This design comes from an exercise in tuning for small area, a short achievable clock period and few clock cycles on the open sky130 flow, not from production work. No functional check of the RTL was part of any run shown here. Power and IR drop assume default switching activity.

<file path="design/flow/config.mk">
export PLATFORM = sky130hd
export DESIGN_NAME = huffman
export DESIGN_NICKNAME = huffman
export VERILOG_FILES = /design/flow/design.v
export SDC_FILE = /design/flow/constraint.sdc
export NUM_CORES = 4
export LEC_CHECK = 0
export CAP_MARGIN = 20
export CORE_MARGIN = 2
export CORE_UTILIZATION = 40
export CTS_BUF_LIST = sky130_fd_sc_hd__clkbuf_8
export PLACE_DENSITY = 0.6
export SETUP_SLACK_MARGIN = 1.5
export SLEW_MARGIN = 20
</file>
<file path="design/flow/constraint.sdc">
create_clock -name core_clock -period 4.5 [get_ports {clk}]
set_input_delay 0.9000 -clock core_clock [delete_from_list [all_inputs] [get_ports {clk}]]
set_output_delay 0.9000 -clock core_clock [all_outputs]
set_load 0.01 [all_outputs]
</file>
<file path="design/flow/design.v">
module huffman(clk, reset, gray_valid, CNT_valid,  gray_data, CNT1, CNT2, CNT3, CNT4, CNT5, CNT6,
    code_valid, HC1, HC2, HC3, HC4, HC5, HC6, M1, M2, M3, M4, M5, M6);
input clk;
input reset;
input gray_valid;
input [7:0] gray_data;
output reg CNT_valid;
output [7:0] CNT1, CNT2, CNT3, CNT4, CNT5, CNT6;
output reg code_valid;
output [7:0] HC1, HC2, HC3, HC4, HC5, HC6;
output [7:0] M1, M2, M3, M4, M5, M6;
reg [6:0] W1, W2, W3, W4, W5;
reg [6:0] V;
reg [6:0] amount;    
reg [2:0] ptr [0:5];
reg [4:0] hc [0:5];
reg [4:0] m [0:5];
assign CNT1 = {1'b0, W5};
assign CNT2 = {1'b0, V};
assign CNT3 = {1'b0, W1};
assign CNT4 = {1'b0, W2};
assign CNT5 = {1'b0, W3};
assign CNT6 = {1'b0, W4};
assign HC1 = {3'b0, hc[0]};
assign HC2 = {3'b0, hc[1]};
assign HC3 = {3'b0, hc[2]};
assign HC4 = {3'b0, hc[3]};
assign HC5 = {3'b0, hc[4]};
assign HC6 = {3'b0, hc[5]};
assign M1 = {3'b0, m[0]};
assign M2 = {3'b0, m[1]};
assign M3 = {3'b0, m[2]};
assign M4 = {3'b0, m[3]};
assign M5 = {3'b0, m[4]};
assign M6 = {3'b0, m[5]};
reg counting, sorting, merging;
reg [4:1] U;
wire last_sort = sorting & !U[1];
wire last_merge = merging & !U[1];
wire [6:0] D = 7'd127;    
function lt7;
    input [6:0] a, b;
    reg [6:0] l, e;
    begin
        l = ~a & b;
        e = ~(a ^ b);
        lt7 = l[6] | e[6] & (l[5] | e[5] & (l[4] | e[4] & (l[3] | e[3] &
              (l[2] | e[2] & (l[1] | e[1] & l[0])))));
    end
endfunction
wire lt1 = lt7(W1, V);
wire lt2 = lt7(W2, V);
wire lt3 = lt7(W3, V);
wire lt4 = lt7(W4, V);
wire lt5 = lt7(W5, V);
wire [6:1] T;
assign T[1] = merging ? lt2 : (lt1 | U[1]);
assign T[2] = merging ? lt3 : (lt2 | U[2]);
assign T[3] = merging ? lt4 : (lt3 | U[3]);
assign T[4] = merging ? lt5 : (lt4 | U[4]);
assign T[5] = merging ? 1'b0 : lt5;
assign T[6] = 1'b0;
wire [2:0] p = {T[4], T[2] & !T[4], (T[1] & !T[2]) | (T[3] & !T[4]) | T[5]};
wire [6:0] Wa1 = merging ? W3 : W2;
wire [6:0] Wa2 = merging ? W4 : W3;
wire [6:0] Wa3 = merging ? W5 : W4;
wire [6:0] Wa4 = merging ? D  : W5;
wire [6:0] Wa5 = D;
wire [6:0] Wb1 = merging ? W2 : W1;
wire [6:0] Wb2 = merging ? W3 : W2;
wire [6:0] Wb3 = merging ? W4 : W3;
wire [6:0] Wb4 = merging ? W5 : W4;
wire [6:0] Wb5 = merging ? D  : W5;
wire step = sorting | merging;
function [6:0] pick;
    input up, here;
    input [6:0] a, v, b;
    pick = up ? a : here ? v : b;
endfunction
wire [2:0] sym = gray_data[2:0];
wire take = counting & gray_valid;
wire [6:0] s1 = W2 + (merging ? W3 : W1);
wire [6:0] s2 = V + (merging ? W2 : W1);
wire sel1 = T[2];
always @(posedge clk) begin
    if (reset) begin
        amount <= 7'd0;
        counting <= 1'b1;
        sorting <= 1'b0;
        merging <= 1'b0;
        U <= 4'b1111;
        CNT_valid <= 1'b0;
        code_valid <= 1'b0;
        V <= 7'd0;
        W1 <= 7'd0; W2 <= 7'd0; W3 <= 7'd0; W4 <= 7'd0; W5 <= 7'd0;
    end else begin
        CNT_valid <= take && amount == 7'd99;
        code_valid <= last_merge;
        if (take) amount <= amount + 7'd1;
        if (take && amount == 7'd99) begin
            counting <= 1'b0;
            sorting <= 1'b1;
        end
        if (last_sort) begin
            sorting <= 1'b0;
            merging <= 1'b1;
        end
        if (last_merge) merging <= 1'b0;
        if (step) U <= last_sort ? 4'b1111 : {1'b0, U[4:2]};
        if (take) begin
            if (sym == 3'd1) W5 <= W5 + 7'd1;
            if (sym == 3'd2) V  <= V  + 7'd1;
            if (sym == 3'd3) W1 <= W1 + 7'd1;
            if (sym == 3'd4) W2 <= W2 + 7'd1;
            if (sym == 3'd5) W3 <= W3 + 7'd1;
            if (sym == 3'd6) W4 <= W4 + 7'd1;
        end
        if (step) begin
            W1 <= pick(T[2], T[1],          Wa1, V, Wb1);
            W2 <= pick(T[3], T[2] & !T[3],  Wa2, V, Wb2);
            W3 <= pick(T[4], T[3] & !T[4],  Wa3, V, Wb3);
            W4 <= pick(T[5], T[4] & !T[5],  Wa4, V, Wb4);
            W5 <= pick(1'b0, T[5],          Wa5, V, Wb5);
            if (sorting && !last_sort) V <= W1;
            else V <= sel1 ? s1 : s2;
        end
    end
end
wire [2:0] dst0 = p;
wire [2:0] dst1 = merging ? p : (T[1] ? 3'd0 : 3'd1);
wire [2:0] dst2 = merging ? (T[1] ? 3'd0 : 3'd1) : (T[2] ? 3'd1 : 3'd2);
wire [2:0] dst3 = merging ? (T[2] ? 3'd1 : 3'd2) : (T[3] ? 3'd2 : 3'd3);
wire [2:0] dst4 = merging ? (T[3] ? 3'd2 : 3'd3) : (T[4] ? 3'd3 : 3'd4);
wire [2:0] dst5 = merging ? (T[4] ? 3'd3 : 3'd4) : (T[5] ? 3'd4 : 3'd5);
function [2:0] dst;
    input [2:0] j;
    input [2:0] d0, d1, d2, d3, d4, d5;
    case (j)
        3'd0: dst = d0;
        3'd1: dst = d1;
        3'd2: dst = d2;
        3'd3: dst = d3;
        3'd4: dst = d4;
        default: dst = d5;
    endcase
endfunction
integer s;
always @(posedge clk) begin
    if (reset) begin
        ptr[0] <= 3'd5;
        ptr[1] <= 3'd0;
        ptr[2] <= 3'd1;
        ptr[3] <= 3'd2;
        ptr[4] <= 3'd3;
        ptr[5] <= 3'd4;
    end else if (step) begin
        for (s = 0; s < 6; s = s + 1)
            ptr[s] <= dst(ptr[s], dst0, dst1, dst2, dst3, dst4, dst5);
    end
end
always @(posedge clk) begin
    if (reset) begin
        for (s = 0; s < 6; s = s + 1) begin
            hc[s] <= 5'd0;
            m[s] <= 5'd0;
        end
    end else if (merging) begin
        for (s = 0; s < 6; s = s + 1) begin
            if (ptr[s] <= 3'd1) begin
                m[s] <= {m[s][3:0], 1'b1};
                hc[s] <= hc[s] | (({m[s][3:0], 1'b1} & ~m[s]) & {5{ptr[s] == 3'd0}});
            end
        end
    end
end
endmodule
</file>
<file path="design/flow/flow/run.sh">
#!/bin/bash
# Standard layout, but with the smallest buffer on the ports.
set -euo pipefail
sed 's|"\${@:-finish}"|BUFFER_PORTS_ARGS="-buffer_cell sky130_fd_sc_hd__buf_1" "${@:-finish}"|' standard.sh > my_standard.sh
bash my_standard.sh > flow.log 2>&1
</file>
<file path="design/flow/standard.sh">
#!/bin/bash
# synth_recipe.tcl (not shown) runs the flow's synth.tcl, then flattens the netlist and writes it again
# the make line also repeats each setting of config.mk as NAME=value (left out here)
make -C /OpenROAD-flow-scripts/flow DESIGN_CONFIG=/design/flow/config.mk WORK_HOME=/design/flow/orfs CLKGATE_MAP_FILE= SYNTH_SCRIPT=/design/flow/synth_recipe.tcl "${@:-finish}"
</file>
==> metrics.md, run 1 <==
| Metric | Value |
|---|---|
| Post-Syn Area | 9300 um^2 |
| Number of flops mapped to enable cells by yosys | 0 |
| DIE AREA | 24500 um^2 |
| CP arrival | 3260 ps |
| Clk Latency, worst-skew pair | 460 ps |
| WP data required | 4880 ps |
| Total Power | 2.41 mW |
| Max stage delay cell, worst path | or4_4 |
| Hold Fails Final Rpt | 0 |
| Critical Path, Cell by Cell | buf_4 -> ha_1 -> a21oi_1 -> a21oi_2 -> or4_4 -> nand2_4 -> nor2_1 -> o311a_1 -> a211oi_2 |
| Cts hold-fix bufs | 0 |
| Register bit total from synthesis | 136 |
| Slew @ Worst Pin | 1110 ps |
| Drt total wl | 28400 um |
| Iter 0 DRT Violations | 771 |
| Die Wd | 156 um |
| Gr ovfl total | 0 |
| Cell Area, Placed | 9720 um^2 |
| Synth Flop Type | dfxtp_1 |
| Number of CTS-inserted buffers | 17 |
| Layout fillers | 2323 |
| R2r startpoint | V[2]$_SDFFE_PP0P_ |
| Root buf cell | clkbuf_8 |
| GRT Overall Usage | 23.1% |
| Yosys warns | 4 |
| Number of global-route vias before repair | 8176 |
| Deepest clock path buffer count | 2 |
| Gpl congestion | 0.854 |
| Initial DRT Pass Iterations | 5 |
| Final Critical Period | 2870 ps |
| Post-synthesis cell count | 1237 |
| CP max FO | 18 |
| Fin. max-slew vios | 0 |
| Crit path capture type | flip-flop |
| Synthesis-to-finish area growth | 9.79% |
| CTS tree | yes |
| RSZ-0062 raised after global routing | true |
| Hold Path Stages | 2 |
| Seq/Total Area, Yosys | 29.3% |
| Post-DP HPWL | 20100 um |
| Avg WL per Cell | 17.7 um |
| Design area | 10200 um^2 |
| Layout cells sized above 1 | 8.02% |
| Post-synth cell types | 88 |
| Worst slack, placed | 1440 ps |
| Initial Util | 40.9% |
| Worst setup margin | 1630 ps |
| Diode count | 0 |
| Worst rel slew slack | 25.5% |
| Fmax | 0.348 GHz |
| Post-route antenna net violation count | 0 |
| LEAKAGE | 3.80 nW |
| Setup CP Type | reg2reg |
| Clk slew on worst S/H paths | 90 ps |
| PwrDens | 236 nW/um^2 |
| First-pass GRT wire length | 44800 um |
| IO Port Bufs | 109 |
| Worst Setup SP | V[2]$_SDFFE_PP0P_ |
| Clock skew | 13.2 ps |
| Status | timing/DRC/antenna clean |
| FFs w/ async S/R, synth | 0% |
| Crit-path max cell delay | 590 ps |
| Register Area | 2730 um^2 |
| # rows | 55 |
| Nets | 1371 |
| Post-Syn Area per Cell | 7.51 um^2 |
| Clk sinks | 136 |
| # setup viols final | 0 |
| Fin crit share | 63.9% |
| Max-cap violations | 0 |
| Hold Startpoint | hc[4][4]$_SDFFE_PP0P_ |
| # DRC | 0 |
| CP startpoint kind | flip-flop |
| Io pins | 157 |
| Routed vias/inst | 5.70 |
| Multi-input gate area | 5810 um^2 |
| H-tree depth | 4 |
| Antenna violations before repair | 0 |
| Reg2reg path depth | 9 |
| Core footprint | 22700 um^2 |
| Hold Path Class | reg2reg |
| Final TNS setup | 0 ps |
| Maximum VDD drop | 191 uV |
| Largest net degree at the start of global routing | 59 |
| DIE HEIGHT | 156 um |
| Via count | 9158 |
power by group:
part	leakage, nW	switching [mW]	total [mW]	internal [mW]
Combinational	2.49	0.0736	0.0973	0.0237
Clock	0.213	0.556	1.09	0.538
Sequential	1.10	0.00909	1.21	1.21
Total	3.80	0.638	2.41	1.77
cell usage in the layout, fill, tap and decap left out, types with 6 or more instances in the layout:
cell type,n
nand3_1,35
nor3_1,26
mux2i_1,20
nand4b_1,7
inv_6,8
o21ai_0,55
buf_1,108
o211ai_1,16
mux2_2,8
inv_1,79
a21oi_1,99
o22ai_1,25
xnor2_1,39
conb_1,42
nand4_1,30
a31oi_1,36
nor2_1,167
xor2_1,6
dfxtp_1,133
nand2_1,106
and3_1,12
a221oi_1,9
ha_1,49
a21o_1,11
clkbuf_8,19
buf_4,24
a211oi_1,20
critical path: cells and delay by family (launching register included):
family	cells	cell delay, ps
AND/OR/NAND/NOR	3	910
flip-flops	1	460
buffers and inverters	1	260
AO/OA/AOI/OAI	4	900
adder cells (fa/ha/maj)	1	270
cell families (layout without fill, tap and decap cells):
logic type | Yosys count | count (layout) | share of synthesized area (%)
xor+xnor | 45 | 45 | 4.24
compound gates | 342 | 342 | 24.1
fa+ha+maj | 51 | 51 | 7.03
mux | 28 | 28 | 3.12
other cells | 1 | 42 | 0.0403
buf+inv | 202 | 246 | 10.5
simple gates | 432 | 432 | 21.8
flops | 136 | 136 | 29.3
routing by layer:
metal	track usage [%]	vias to the layer above	share of wire, %
met5	0	-	0
li1	-	4472	-
met4	7.47	0	2.1
met3	4.02	43	6.7
met1	32.3	4293	47
met2	36.1	350	45
metrics by stage:
stage,std cells,hold slack (ps),util (%)
after floorplan,1278,444,-
after global placement,1571,445,42.8
after detailed placement,1571,456,42.8
after CTS,1604,475,44.7
after global routing,1607,494,44.9
final,1607,469,44.9
final timing paths:
path	endpoint	slack, ps
worst max-delay path	W2[6]$_SDFFE_PP0P_	1630
worst min-delay path	hc[4][4]$_SDFFE_PP0P_	470
worst max register to register	W2[6]$_SDFFE_PP0P_	1630
worst min register to register	hc[4][4]$_SDFFE_PP0P_	470
flip-flops by register name, indices dropped and copies added (netlist names), 4 cells and up:
signal,flops
W5,7
V,7
W1,7
amount,7
hc,30
W2,7
U,4
W4,7
ptr,18
m,30
W3,7
synthesized netlist by cell type (5+ instances only):
cell type	number	share of area, %
nor2_1	168	6.8
dfxtp_1	136	29
nand2_1	106	4.3
a21oi_1	99	5.3
inv_1	79	3.2
o21ai_0	55	3.0
clkbuf_1	49	2.0
ha_1	49	6.6
buf_4	45	3.6
xnor2_1	39	3.7
a31oi_1	36	2.4
nand3_1	35	1.9
nand4_1	30	2.0
nor3_1	28	1.5
o22ai_1	25	1.7
a211oi_1	20	1.6
mux2i_1	20	2.2
buf_2	18	0.97
o211ai_1	16	1.3
and3_1	12	0.81
a21o_1	11	0.89
a221oi_1	9	0.85
mux2_2	8	0.97
nand4b_1	7	0.66
buf_1	6	0.24
xor2_1	6	0.57
and2_1	5	0.34
nor2b_1	5	0.34
repair_timing:
action / CTS / global route
setup buffers: 1 / 3
pin swaps: 1 / 1
resized for setup: 6 / 7
cloned: 0 / 0
endpoints found under the setup margin: 20 / 26
area by class of cell:
cell class / instances / share of cell area (%)
timing repair buffer: 133 / 5.81
sequential: 136 / 26.7
clock buffer: 19 / 2.56
inverter: 81 / 3.00
clock inverter: 13 / 1.50
tap: 285 / 3.49
multi-input combinational: 940 / 56.9
==> run 2, diff against run 1 <==
--- a/design/flow/design.v
+++ b/design/flow/design.v
@@ -27,25 +27,25 @@
 assign HC4 = {3'b0, hc[3]};
 assign HC5 = {3'b0, hc[4]};
 assign HC6 = {3'b0, hc[5]};
-assign M1 = {3'b0, m[0]};
-assign M2 = {3'b0, m[1]};
-assign M3 = {3'b0, m[2]};
-assign M4 = {3'b0, m[3]};
-assign M5 = {3'b0, m[4]};
-assign M6 = {3'b0, m[5]};
+assign M1 = {3'b0, m[0][4:1], 1'b1};
+assign M2 = {3'b0, m[1][4:1], 1'b1};
+assign M3 = {3'b0, m[2][4:1], 1'b1};
+assign M4 = {3'b0, m[3][4:1], 1'b1};
+assign M5 = {3'b0, m[4][4:1], 1'b1};
+assign M6 = {3'b0, m[5][4:1], 1'b1};
 reg counting, sorting, merging;
 reg [4:1] U;
 wire last_sort = sorting & !U[1];
 wire last_merge = merging & !U[1];
-wire [6:0] D = 7'd127;    
+wire step = sorting | merging;
 function lt7;
     input [6:0] a, b;
-    reg [6:0] l, e;
+    reg [6:0] l, g;
     begin
         l = ~a & b;
-        e = ~(a ^ b);
-        lt7 = l[6] | e[6] & (l[5] | e[5] & (l[4] | e[4] & (l[3] | e[3] &
-              (l[2] | e[2] & (l[1] | e[1] & l[0])))));
+        g = a & ~b;
+        lt7 = l[6] | ~g[6] & (l[5] | ~g[5] & (l[4] | ~g[4] & (l[3] | ~g[3] &
+              (l[2] | ~g[2] & (l[1] | ~g[1] & l[0])))));
     end
 endfunction
 wire lt1 = lt7(W1, V);
@@ -58,30 +58,19 @@
 assign T[2] = merging ? lt3 : (lt2 | U[2]);
 assign T[3] = merging ? lt4 : (lt3 | U[3]);
 assign T[4] = merging ? lt5 : (lt4 | U[4]);
-assign T[5] = merging ? 1'b0 : lt5;
+assign T[5] = !merging & lt5;
 assign T[6] = 1'b0;
 wire [2:0] p = {T[4], T[2] & !T[4], (T[1] & !T[2]) | (T[3] & !T[4]) | T[5]};
-wire [6:0] Wa1 = merging ? W3 : W2;
-wire [6:0] Wa2 = merging ? W4 : W3;
-wire [6:0] Wa3 = merging ? W5 : W4;
-wire [6:0] Wa4 = merging ? D  : W5;
-wire [6:0] Wa5 = D;
-wire [6:0] Wb1 = merging ? W2 : W1;
-wire [6:0] Wb2 = merging ? W3 : W2;
-wire [6:0] Wb3 = merging ? W4 : W3;
-wire [6:0] Wb4 = merging ? W5 : W4;
-wire [6:0] Wb5 = merging ? D  : W5;
-wire step = sorting | merging;
+wire [6:0] D = 7'd127;    
 function [6:0] pick;
-    input up, here;
-    input [6:0] a, v, b;
-    pick = up ? a : here ? v : b;
+    input mrg, up, here;
+    input [6:0] w2, w1, w0, v;
+    pick = here ? v : up ? (mrg ? w2 : w1) : (mrg ? w1 : w0);
 endfunction
 wire [2:0] sym = gray_data[2:0];
 wire take = counting & gray_valid;
 wire [6:0] s1 = W2 + (merging ? W3 : W1);
 wire [6:0] s2 = V + (merging ? W2 : W1);
-wire sel1 = T[2];
 always @(posedge clk) begin
     if (reset) begin
         amount <= 7'd0;
@@ -116,13 +105,13 @@
             if (sym == 3'd6) W4 <= W4 + 7'd1;
         end
         if (step) begin
-            W1 <= pick(T[2], T[1],          Wa1, V, Wb1);
-            W2 <= pick(T[3], T[2] & !T[3],  Wa2, V, Wb2);
-            W3 <= pick(T[4], T[3] & !T[4],  Wa3, V, Wb3);
-            W4 <= pick(T[5], T[4] & !T[5],  Wa4, V, Wb4);
-            W5 <= pick(1'b0, T[5],          Wa5, V, Wb5);
+            W1 <= pick(merging, T[2], T[1] & !T[2], W3, W2, W1, V);
+            W2 <= pick(merging, T[3], T[2] & !T[3], W4, W3, W2, V);
+            W3 <= pick(merging, T[4], T[3] & !T[4], W5, W4, W3, V);
+            W4 <= pick(merging, T[5], T[4] & !T[5], D,  W5, W4, V);
+            W5 <= pick(merging, 1'b0, T[5],         D,  D,  W5, V);
             if (sorting && !last_sort) V <= W1;
-            else V <= sel1 ? s1 : s2;
+            else V <= T[2] ? s1 : s2;
         end
     end
 end
==> design/flow/run.sh (new file) <==
#!/bin/bash
# synth_recipe.tcl (not shown) runs the flow's synth.tcl, then flattens the netlist and writes it again
# the make line also repeats each setting of config.mk as NAME=value (left out here)
make -C /OpenROAD-flow-scripts/flow DESIGN_CONFIG=/design/flow/config.mk WORK_HOME=/design/flow/orfs CLKGATE_MAP_FILE= SYNTH_SCRIPT=/design/flow/synth_recipe.tcl finish
--- a/design/flow/config.mk
+++ b/design/flow/config.mk
@@ -8,7 +8,6 @@
 export CAP_MARGIN = 20
 export CORE_MARGIN = 2
 export CORE_UTILIZATION = 40
-export CTS_BUF_LIST = sky130_fd_sc_hd__clkbuf_8
 export PLACE_DENSITY = 0.6
 export SETUP_SLACK_MARGIN = 1.5
 export SLEW_MARGIN = 20
removed: design/flow/flow/run.sh
removed: design/flow/standard.sh
==> run 2 against run 1 <==
Critical path depth down 1. Design area up 8.0%. Register-to-register slack better by 20 ps. Sequential share of layout area down 1.9 points. Largest power group is now clock. Sequential power about the same. Routed wire length up 4.2%. Total power up 14%. Maximum frequency up 0.57%. Die area up 2.3%. Count of clock-buffer cells in the layout down 2. Clock power up 28%.
==> metrics.md, run 2 <==
| Metric | Value |
|---|---|
| Worst slack, placed | 1110 ps |
| Post-DP HPWL | 20400 um |
| Cts hold-fix bufs | 0 |
| Largest cells by area after synthesis | dfxtp_1 29%, nor2_1 6.2%, buf_4 5.9% |
| Layout fillers | 2389 |
| Largest net degree at the start of global routing | 68 |
| DIE AREA | 25000 um^2 |
| Post-Syn Area | 9520 um^2 |
| Gr ovfl total | 0 |
| Io pins | 157 |
| Post-Syn Area per Cell | 7.40 um^2 |
| Wl on met1 | 13500 um |
| PwrDens | 250 nW/um^2 |
| CP startpoint kind | flip-flop |
| Fmax | 0.350 GHz |
| CTS tree | yes |
| Gpl congestion | 0.900 |
| H-tree depth | 4 |
| Register bit total from synthesis | 136 |
| Top cells by count, synth | 158 x nor2_1, 136 x dfxtp_1, 119 x nand2_1 |
| LEAKAGE | 4.11 nW |
| Avg WL per Cell | 17.9 um |
| Biggest regs | hc: 30 flops, m: 30 flops, ptr: 18 flops |
| DIE HEIGHT | 158 um |
| Slew @ Worst Pin | 989 ps |
| Drt total wl | 29500 um |
| Seq/Total Area, Yosys | 28.6% |
| Sw Ratio | 26.3% |
| WP data required | 4870 ps |
| FFs w/ async S/R, synth | 0% |
| Number of flops mapped to enable cells by yosys | 0 |
| Root buf cell | clkbuf_16 |
| Post-route antenna net violation count | 0 |
| Yosys top cell by area | dfxtp_1 |
| Max-cap violations | 0 |
| Top sig layer | met4 |
| Die Wd | 158 um |
| Worst setup margin | 1640 ps |
| Diode count | 0 |
| Status | timing/DRC/antenna clean |
| CP max FO | 11 |
| Combinational share of power | 4.9% |
| Deepest clock path buffer count | 2 |
| Synthesis-to-finish area growth | 15.8% |
| Antenna violations before repair | 0 |
| Clk Latency, worst-skew pair | 430 ps |
| Hold Fails Final Rpt | 0 |
| Clock skew | 8.62 ps |
| # setup viols final | 0 |
| CP arrival | 3230 ps |
| Clk slew on worst S/H paths | 70 ps |
| Yosys warns | 4 |
| Hold Path Class | reg2reg |
| Clk sinks | 136 |
| IO Port Bufs | 103 |
| RSZ-0062 raised after global routing | true |
| Final Non-Filler Cells | 1653 |
| Routed vias/inst | 5.69 |
| Fin crit share | 63.5% |
| Worst rel slew slack | 33.6% |
| Post-synth cell types | 85 |
| First-pass GRT wire length | 46100 um |
| # DRC | 0 |
| Most frequent cells in the layout | 157 x nor2_1, 130 x dfxtp_1, 116 x nand2_1 |
| Initial DRT Pass Iterations | 6 |
| Nets | 1354 |
| P_int | 2.03 mW |
| Via count | 9399 |
| Final TNS setup | 0 ps |
| WL met3 | 2090 um |
| Number of CTS-inserted buffers | 17 |
| Initial Util | 40.7% |
| Share of the synthesized area in the top cell type | 28.6% |
| Maximum VDD drop | 217 uV |
| Met2 WL | 13400 um |
| Final Critical Period | 2860 ps |
| Clock share of power | 50.4% |
| Post-synthesis cell count | 1285 |
| Critical path destination | ptr[4][0]$_SDFFE_PP1N_ |
| P_sw | 0.722 mW |
| Core footprint | 23400 um^2 |
| GRT Overall Usage | 23.4% |
| Most common cell after layout, fill and taps aside | nor2_1 |
| Reg-to-reg endpoint | ptr[4][0]$_SDFFE_PP1N_ |
| Worst R2R Setup Slack | 1640 ps |
| Layout cells sized above 1 | 8.70% |
| Fin. max-slew vios | 0 |
| Number of global-route vias before repair | 8461 |
| Crit path capture type | flip-flop |
| R2r startpoint | W5[4]$_SDFFE_PP0P_ |
| Placed Cells incl. Taps | 1619 |
| # rows | 56 |
| Setup CP Type | reg2reg |
| Iter 0 DRT Violations | 839 |
| Count leader, synth | nor2_1 |
| Worst Setup SP | W5[4]$_SDFFE_PP0P_ |
| Synth Flop Type | dfxtp_1 |
| Flop pwr share | 44.7% |
| Reg2reg path depth | 8 |
==> run 2: worst min-delay path by stage <==
stage	from	endpoint	slack, ps	depth (start not counted)
floorplan	counting$_SDFFE_PP1P_	counting$_SDFFE_PP1P_	430	2
detailed placement	hc[0][0]$_SDFFE_PP0P_	hc[0][0]$_SDFFE_PP0P_	460	2
finish	hc[4][2]$_SDFFE_PP0P_	hc[4][2]$_SDFFE_PP0P_	470	2
CTS	hc[0][0]$_SDFFE_PP0P_	hc[0][0]$_SDFFE_PP0P_	470	2
global placement	hc[5][3]$_SDFFE_PP0P_	hc[5][3]$_SDFFE_PP0P_	450	2
global route	counting$_SDFFE_PP1P_	counting$_SDFFE_PP1P_	480	2
==> run 2: kinds of logic after synthesis <==
family | Yosys count | synth area share, %
xor+xnor | 46 | 4.23
simple gates | 445 | 21.7
other cells | 2 | 0.0789
mux | 36 | 4.02
compound gates | 373 | 26.0
flops | 136 | 28.6
fa+ha+maj | 23 | 3.14
buf+inv | 224 | 12.2
==> run 2: layout make-up <==
class / instances / area, um^2 / share of cell area [%]
clock inverter: 14 / 140 / 1.27
multi-input combinational: 972 / 5850 / 53.1
tap: 319 / 399 / 3.62
inverter: 67 / 251 / 2.28
clock buffer: 17 / 425 / 3.86
timing repair buffer: 128 / 1220 / 11.0
sequential: 136 / 2740 / 24.8
==> run 2: per-stage QoR <==
stage	hold slack [ps]	utilization [%]	instance area [um^2]	power (mW)
5_1_grt	479	47.1	11000	2.86
3_5_place_dp	456	44.4	10400	1.39
3_3_place_gp	448	44.4	10400	1.39
6_report	466	47.1	11000	2.75
4_1_cts	472	46.9	11000	2.78
2_1_floorplan	431	-	9690	1.38
==> run 2: layer usage <==
layer	GRT usage (%)	vias to the layer above
met2	37.2	363
met3	4.27	49
li1	-	4545
met4	6.69	0
met5	0	-
met1	32.4	4442
==> run 2: power by group through the flow <==
stage | clock network [mW] | logic, mW | registers (mW)
6_report | 1.39 | 0.134 | 1.23
4_1_cts | 1.42 | 0.131 | 1.23
5_1_grt | 1.48 | 0.150 | 1.23
2_1_floorplan | 0 | 0.127 | 1.25
3_5_place_dp | 0 | 0.131 | 1.26
3_3_place_gp | 0 | 0.130 | 1.26
==> run 2: critical path, stage by stage, from the launching register on <==
cell and delay (ps):
dfxtp_1 560, nand2b_1 130, o21ai_1 270, a21oi_1 180, and2_2 310, xnor2_1 650, o41ai_1 180, o311ai_0 350
a22o_1 170
==> run 2: what timing repair did <==
action | 4_1_cts | 5_1_grt
endpoints found under the setup margin | 38 | 31
cloned | 0 | 1
setup buffers | 0 | 2
endpoints found under the hold margin | 0 | 0
gates resized for setup | 10 | 10
pin swaps | 0 | 3
==> run 3, diff against run 2 <==
--- a/design/flow/design.v
+++ b/design/flow/design.v
@@ -37,7 +37,10 @@
 reg [4:1] U;
 wire last_sort = sorting & !U[1];
 wire last_merge = merging & !U[1];
-wire step = sorting | merging;
+reg ph;              
+reg [5:1] Tr;
+wire step = (sorting | merging) & (ph | last_merge);
+wire cmp_cycle = (sorting | merging) & !ph & !last_merge;
 function lt7;
     input [6:0] a, b;
     reg [6:0] l, g;
@@ -53,13 +56,13 @@
 wire lt3 = lt7(W3, V);
 wire lt4 = lt7(W4, V);
 wire lt5 = lt7(W5, V);
-wire [6:1] T;
-assign T[1] = merging ? lt2 : (lt1 | U[1]);
-assign T[2] = merging ? lt3 : (lt2 | U[2]);
-assign T[3] = merging ? lt4 : (lt3 | U[3]);
-assign T[4] = merging ? lt5 : (lt4 | U[4]);
-assign T[5] = !merging & lt5;
-assign T[6] = 1'b0;
+wire [5:1] Tc;
+assign Tc[1] = merging ? lt2 : (lt1 | U[1]);
+assign Tc[2] = merging ? lt3 : (lt2 | U[2]);
+assign Tc[3] = merging ? lt4 : (lt3 | U[3]);
+assign Tc[4] = merging ? lt5 : (lt4 | U[4]);
+assign Tc[5] = !merging & lt5;
+wire [6:1] T = {1'b0, Tr};
 wire [2:0] p = {T[4], T[2] & !T[4], (T[1] & !T[2]) | (T[3] & !T[4]) | T[5]};
 wire [6:0] D = 7'd127;    
 function [6:0] pick;
@@ -78,6 +81,8 @@
         sorting <= 1'b0;
         merging <= 1'b0;
         U <= 4'b1111;
+        ph <= 1'b0;
+        Tr <= 5'd0;
         CNT_valid <= 1'b0;
         code_valid <= 1'b0;
         V <= 7'd0;
@@ -90,11 +95,14 @@
             counting <= 1'b0;
             sorting <= 1'b1;
         end
-        if (last_sort) begin
+        if (step & last_sort) begin
             sorting <= 1'b0;
             merging <= 1'b1;
         end
         if (last_merge) merging <= 1'b0;
+        if (cmp_cycle) Tr <= Tc;
+        if (cmp_cycle) ph <= 1'b1;
+        if (step) ph <= 1'b0;
         if (step) U <= last_sort ? 4'b1111 : {1'b0, U[4:2]};
         if (take) begin
             if (sym == 3'd1) W5 <= W5 + 7'd1;
@@ -153,7 +161,7 @@
             hc[s] <= 5'd0;
             m[s] <= 5'd0;
         end
-    end else if (merging) begin
+    end else if (merging & step) begin
         for (s = 0; s < 6; s = s + 1) begin
             if (ptr[s] <= 3'd1) begin
                 m[s] <= {m[s][3:0], 1'b1};
--- a/design/flow/config.mk
+++ b/design/flow/config.mk
@@ -9,5 +9,5 @@
 export CORE_MARGIN = 2
 export CORE_UTILIZATION = 40
 export PLACE_DENSITY = 0.6
-export SETUP_SLACK_MARGIN = 1.5
+export SETUP_SLACK_MARGIN = 2.5
 export SLEW_MARGIN = 20
==> run 3 against run 2 <==
First-iteration DRC count fell by 24%. Sequential power barely moved. Worst hold slack got worse by 6.8 ps. Sequential cell count grew 6. Non-clock buffer count grew 40. Count of clock-buffer cells in the layout up 1. Routed wire length decreased by 5.9%. Combinational power is 18% lower. Design area is 3.9% higher. Global-route usage shrank 0.82 points. Still clean. Critical path depth up 3. Clock skew rose by 4.4 ps.
==> metrics.md, run 3 <==
| Metric | Value |
|---|---|
| Status | timing/DRC/antenna clean |
| Via count | 9085 |
| Clk slew on worst S/H paths | 60 ps |
| Die Wd | 156 um |
| Avg WL per Cell | 17.1 um |
| Synthesis-to-finish area growth | 23.2% |
| Utilization after layout | 50.4% |
| Number of flops mapped to enable cells by yosys | 0 |
| Number of CTS-inserted buffers | 17 |
| Worst Setup SP | merging$_SDFFE_PP0P_ |
| Max-cap violations | 0 |
| Root buf cell | clkbuf_16 |
| First-pass GRT wire length | 43900 um |
| CP startpoint kind | flip-flop |
| Maximum VDD drop | 141 uV |
| Post-route antenna net violation count | 0 |
| Slew @ Worst Pin | 850 ps |
| Fin. max-slew vios | 0 |
| DIE HEIGHT | 156 um |
| Drt total wl | 27800 um |
| Diode count | 0 |
| CP max FO | 7 |
| Critical Path, Cell by Cell | or2b_1 -> o21ai_4 -> ha_4 -> inv_2 -> fa_2 -> nor2b_4 -> o31a_1 -> o21ai_2 -> a21oi_1 -> nor3b_1 -> o32ai_1 |
| Most common cell after layout, fill and taps aside | nor2_1 |
| LEAKAGE | 4.46 nW |
| P_sw | 0.711 mW |
| Post-Syn Area | 9300 um^2 |
| RSZ-0062 raised after global routing | true |
| Count leader, synth | nor2_1 |
| Worst path bufs/invs | 1 |
| Worst slack, placed | 1620 ps |
| Top cells by count, synth | 176 x nor2_1, 142 x dfxtp_1, 114 x a21oi_1 |
| Largest net degree at the start of global routing | 87 |
| Combinational share of power | 4.0% |
| Register bit total from synthesis | 142 |
| Clock share of power | 50.3% |
| PwrDens | 238 nW/um^2 |
| Sw Ratio | 26.1% |
| DIE AREA | 24500 um^2 |
| Core footprint | 22700 um^2 |
| Fin crit share | 51.8% |
| Crit path capture type | flip-flop |
| Synth Flop Type | dfxtp_1 |
| Largest cells by area after synthesis | dfxtp_1 31%, nor2_1 7.1%, buf_4 6.4% |
| Most frequent cells in the layout | 172 x nor2_1, 107 x a21oi_1, 86 x nand2_1 |
| Number of global-route vias before repair | 8207 |
| Flop pwr share | 45.7% |
| Post-DP HPWL | 17800 um |
| Hold Path Class | reg2reg |
| Worst rel slew slack | 43.3% |
| Seq/Total Area, Yosys | 30.6% |
| Iter 0 DRT Violations | 635 |
| GRT Overall Usage | 22.6% |
| Biggest regs | hc: 30 flops, m: 30 flops, ptr: 18 flops |
| Cts hold-fix bufs | 0 |
| Deepest clock path buffer count | 2 |
| Yosys warns | 4 |
| Routed vias/inst | 5.60 |
| CP top delay family | compound AO/OA/AOI/OAI gates |
| Gr ovfl total | 0 |
| R2r startpoint | merging$_SDFFE_PP0P_ |
| Max stage delay cell, worst path | dfxtp_4 |
| Setup CP Type | reg2reg |
| Initial Util | 40.9% |
| Wl on met1 | 12200 um |
| Post-synthesis cell count | 1249 |
| Clk sinks | 142 |
| Post-Syn Area per Cell | 7.44 um^2 |
| Clk Latency, worst-skew pair | 430 ps |
| Share of the synthesized area in the top cell type | 30.6% |
| H-tree depth | 4 |
| CP arrival | 2660 ps |
| IO Port Bufs | 103 |
| Hold Fails Final Rpt | 0 |
| CTS tree | yes |
| Layout cells sized above 1 | 22.2% |
| Final Critical Period | 2330 ps |
| Layout fillers | 2264 |
| # setup viols final | 0 |
| WP data required | 4830 ps |
| WL met3 | 1830 um |
| Fmax | 0.429 GHz |
| FFs w/ async S/R, synth | 0% |
| Final TNS setup | 0 ps |
| Clock skew | 13.1 ps |
| Post-synth cell types | 67 |
| Crit-path max cell delay | 410 ps |
| # DRC | 0 |
| Nets | 1355 |
| Yosys top cell by area | dfxtp_1 |
| Hold Startpoint | hc[5][2]$_SDFFE_PP0P_ |
| Antenna violations before repair | 0 |
| Worst setup margin | 2170 ps |
| Met2 WL | 13200 um |
| P_int | 2.01 mW |
| Gpl congestion | 0.844 |
| Top sig layer | met4 |
| Initial DRT Pass Iterations | 5 |
| # rows | 55 |
| Io pins | 157 |
-- run 3: final timing paths --
kind,to,slack [ps],cells after the start
setup / recovery,V[6]$_SDFFE_PP0P_,2170,11
hold / removal,hc[5][2]$_SDFFE_PP0P_,460,2
setup reg to reg,V[6]$_SDFFE_PP0P_,2170,11
hold reg to reg,hc[5][2]$_SDFFE_PP0P_,460,2
-- run 3: logic make-up (layout without fill, tap and decap cells) --
| logic type | after synthesis | count (layout) | share of synthesized area, % |
|---|---|---|---|
| other cells | 2 | 48 | 0.0808 |
| buf+inv | 240 | 278 | 13.3 |
| flops | 142 | 142 | 30.6 |
| fa+ha+maj | 40 | 40 | 5.17 |
| compound gates | 353 | 356 | 23.6 |
| mux | 34 | 34 | 3.80 |
| simple gates | 396 | 396 | 19.6 |
| xor+xnor | 42 | 42 | 3.96 |
-- run 3: worst register-to-register path: cells and delay by family (launching register included) --
family	cells	cell delay (ps)
fa+ha+maj	2	530
buf+inv	1	30
compound gates	5	750
flops	1	410
simple gates	3	500
-- run 3: cell type report --
| cell class | count | area, um^2 | area share (%) |
|---|---|---|---|
| clock inverter | 14 | 128 | 1.11 |
| sequential | 142 | 3020 | 26.3 |
| clock buffer | 18 | 439 | 3.83 |
| multi-input combinational | 916 | 5760 | 50.3 |
| inverter | 78 | 308 | 2.69 |
| tap | 285 | 357 | 3.11 |
| timing repair buffer | 168 | 1450 | 12.7 |
-- run 3: what timing repair did --
item                       CTS  global route
cloned                       3             0
setup buffers               30            26
pin swaps                   23            18
setup endpoints to repair  236           126
resized for setup          293            89
-- run 3: routing by layer --
metal | vias up | GRT usage (%)
li1 | 4397 | -
met1 | 4300 | 29.7
met2 | 350 | 37.3
met3 | 38 | 3.77
met4 | 0 | 8.13
met5 | - | 0
-- run 3: through the flow --
step | instance area, um^2 | hold WS [ps] | power, mW | instances
after floorplan | 9580 | 436 | 1.39 | 1295
after detailed placement | 10100 | 457 | 1.39 | 1530
final | 11500 | 459 | 2.72 | 1621
after global placement | 10100 | 446 | 1.39 | 1530
after global routing | 11500 | 486 | 2.83 | 1621
after CTS | 11200 | 468 | 2.75 | 1595
-- run 3: power groups by stage --
stage,clock network [mW],logic (mW),registers [mW]
global route,1.47,0.120,1.24
CTS,1.40,0.100,1.25
global placement,0,0.0905,1.30
floorplan,0,0.0981,1.29
finish,1.37,0.110,1.24
detailed placement,0,0.0916,1.30

## what the ideal ports hide
The results above use ideal ports. As a check the final layouts listed here were re-extracted and re-timed, cells and wires unchanged.
Step 1: set_driving_cell puts a clkbuf_16 on clk and a buf_2 on each other input, an assumption about the parent block.
Step 2 adds t to the input delays and takes it off the output delays; t is the mean of the earliest and latest rising clock arrival at the registers after step 1. Input paths then give back, and output paths get back, about the clock's delay inside the block.
Three values: ideal, step 1, step 2; two values: the first two.
run | t (ns) | slack for setup (ns) | hold slack, ns | worst data-port slew with drivers (ns) | cell pins on the clock port's net
run 1 | 0.493 | 1.626 / 1.626 / 1.625 | 0.469 / 0.469 / 0.469 | 0.03 | 1
run 2 | 0.466 | 1.642 / 1.642 / 1.311 | 0.466 / 0.466 / 0.466 | 0.03 | 1
run 3 | 0.475 | 2.167 / 2.167 / 2.005 | 0.459 / 0.459 / 0.459 | 0.04 | 1
After both steps every run listed still meets setup and hold. The setup slack of run 2, which loses most, moves by 0.000 ns with the drivers and by -0.331 ns with both steps.
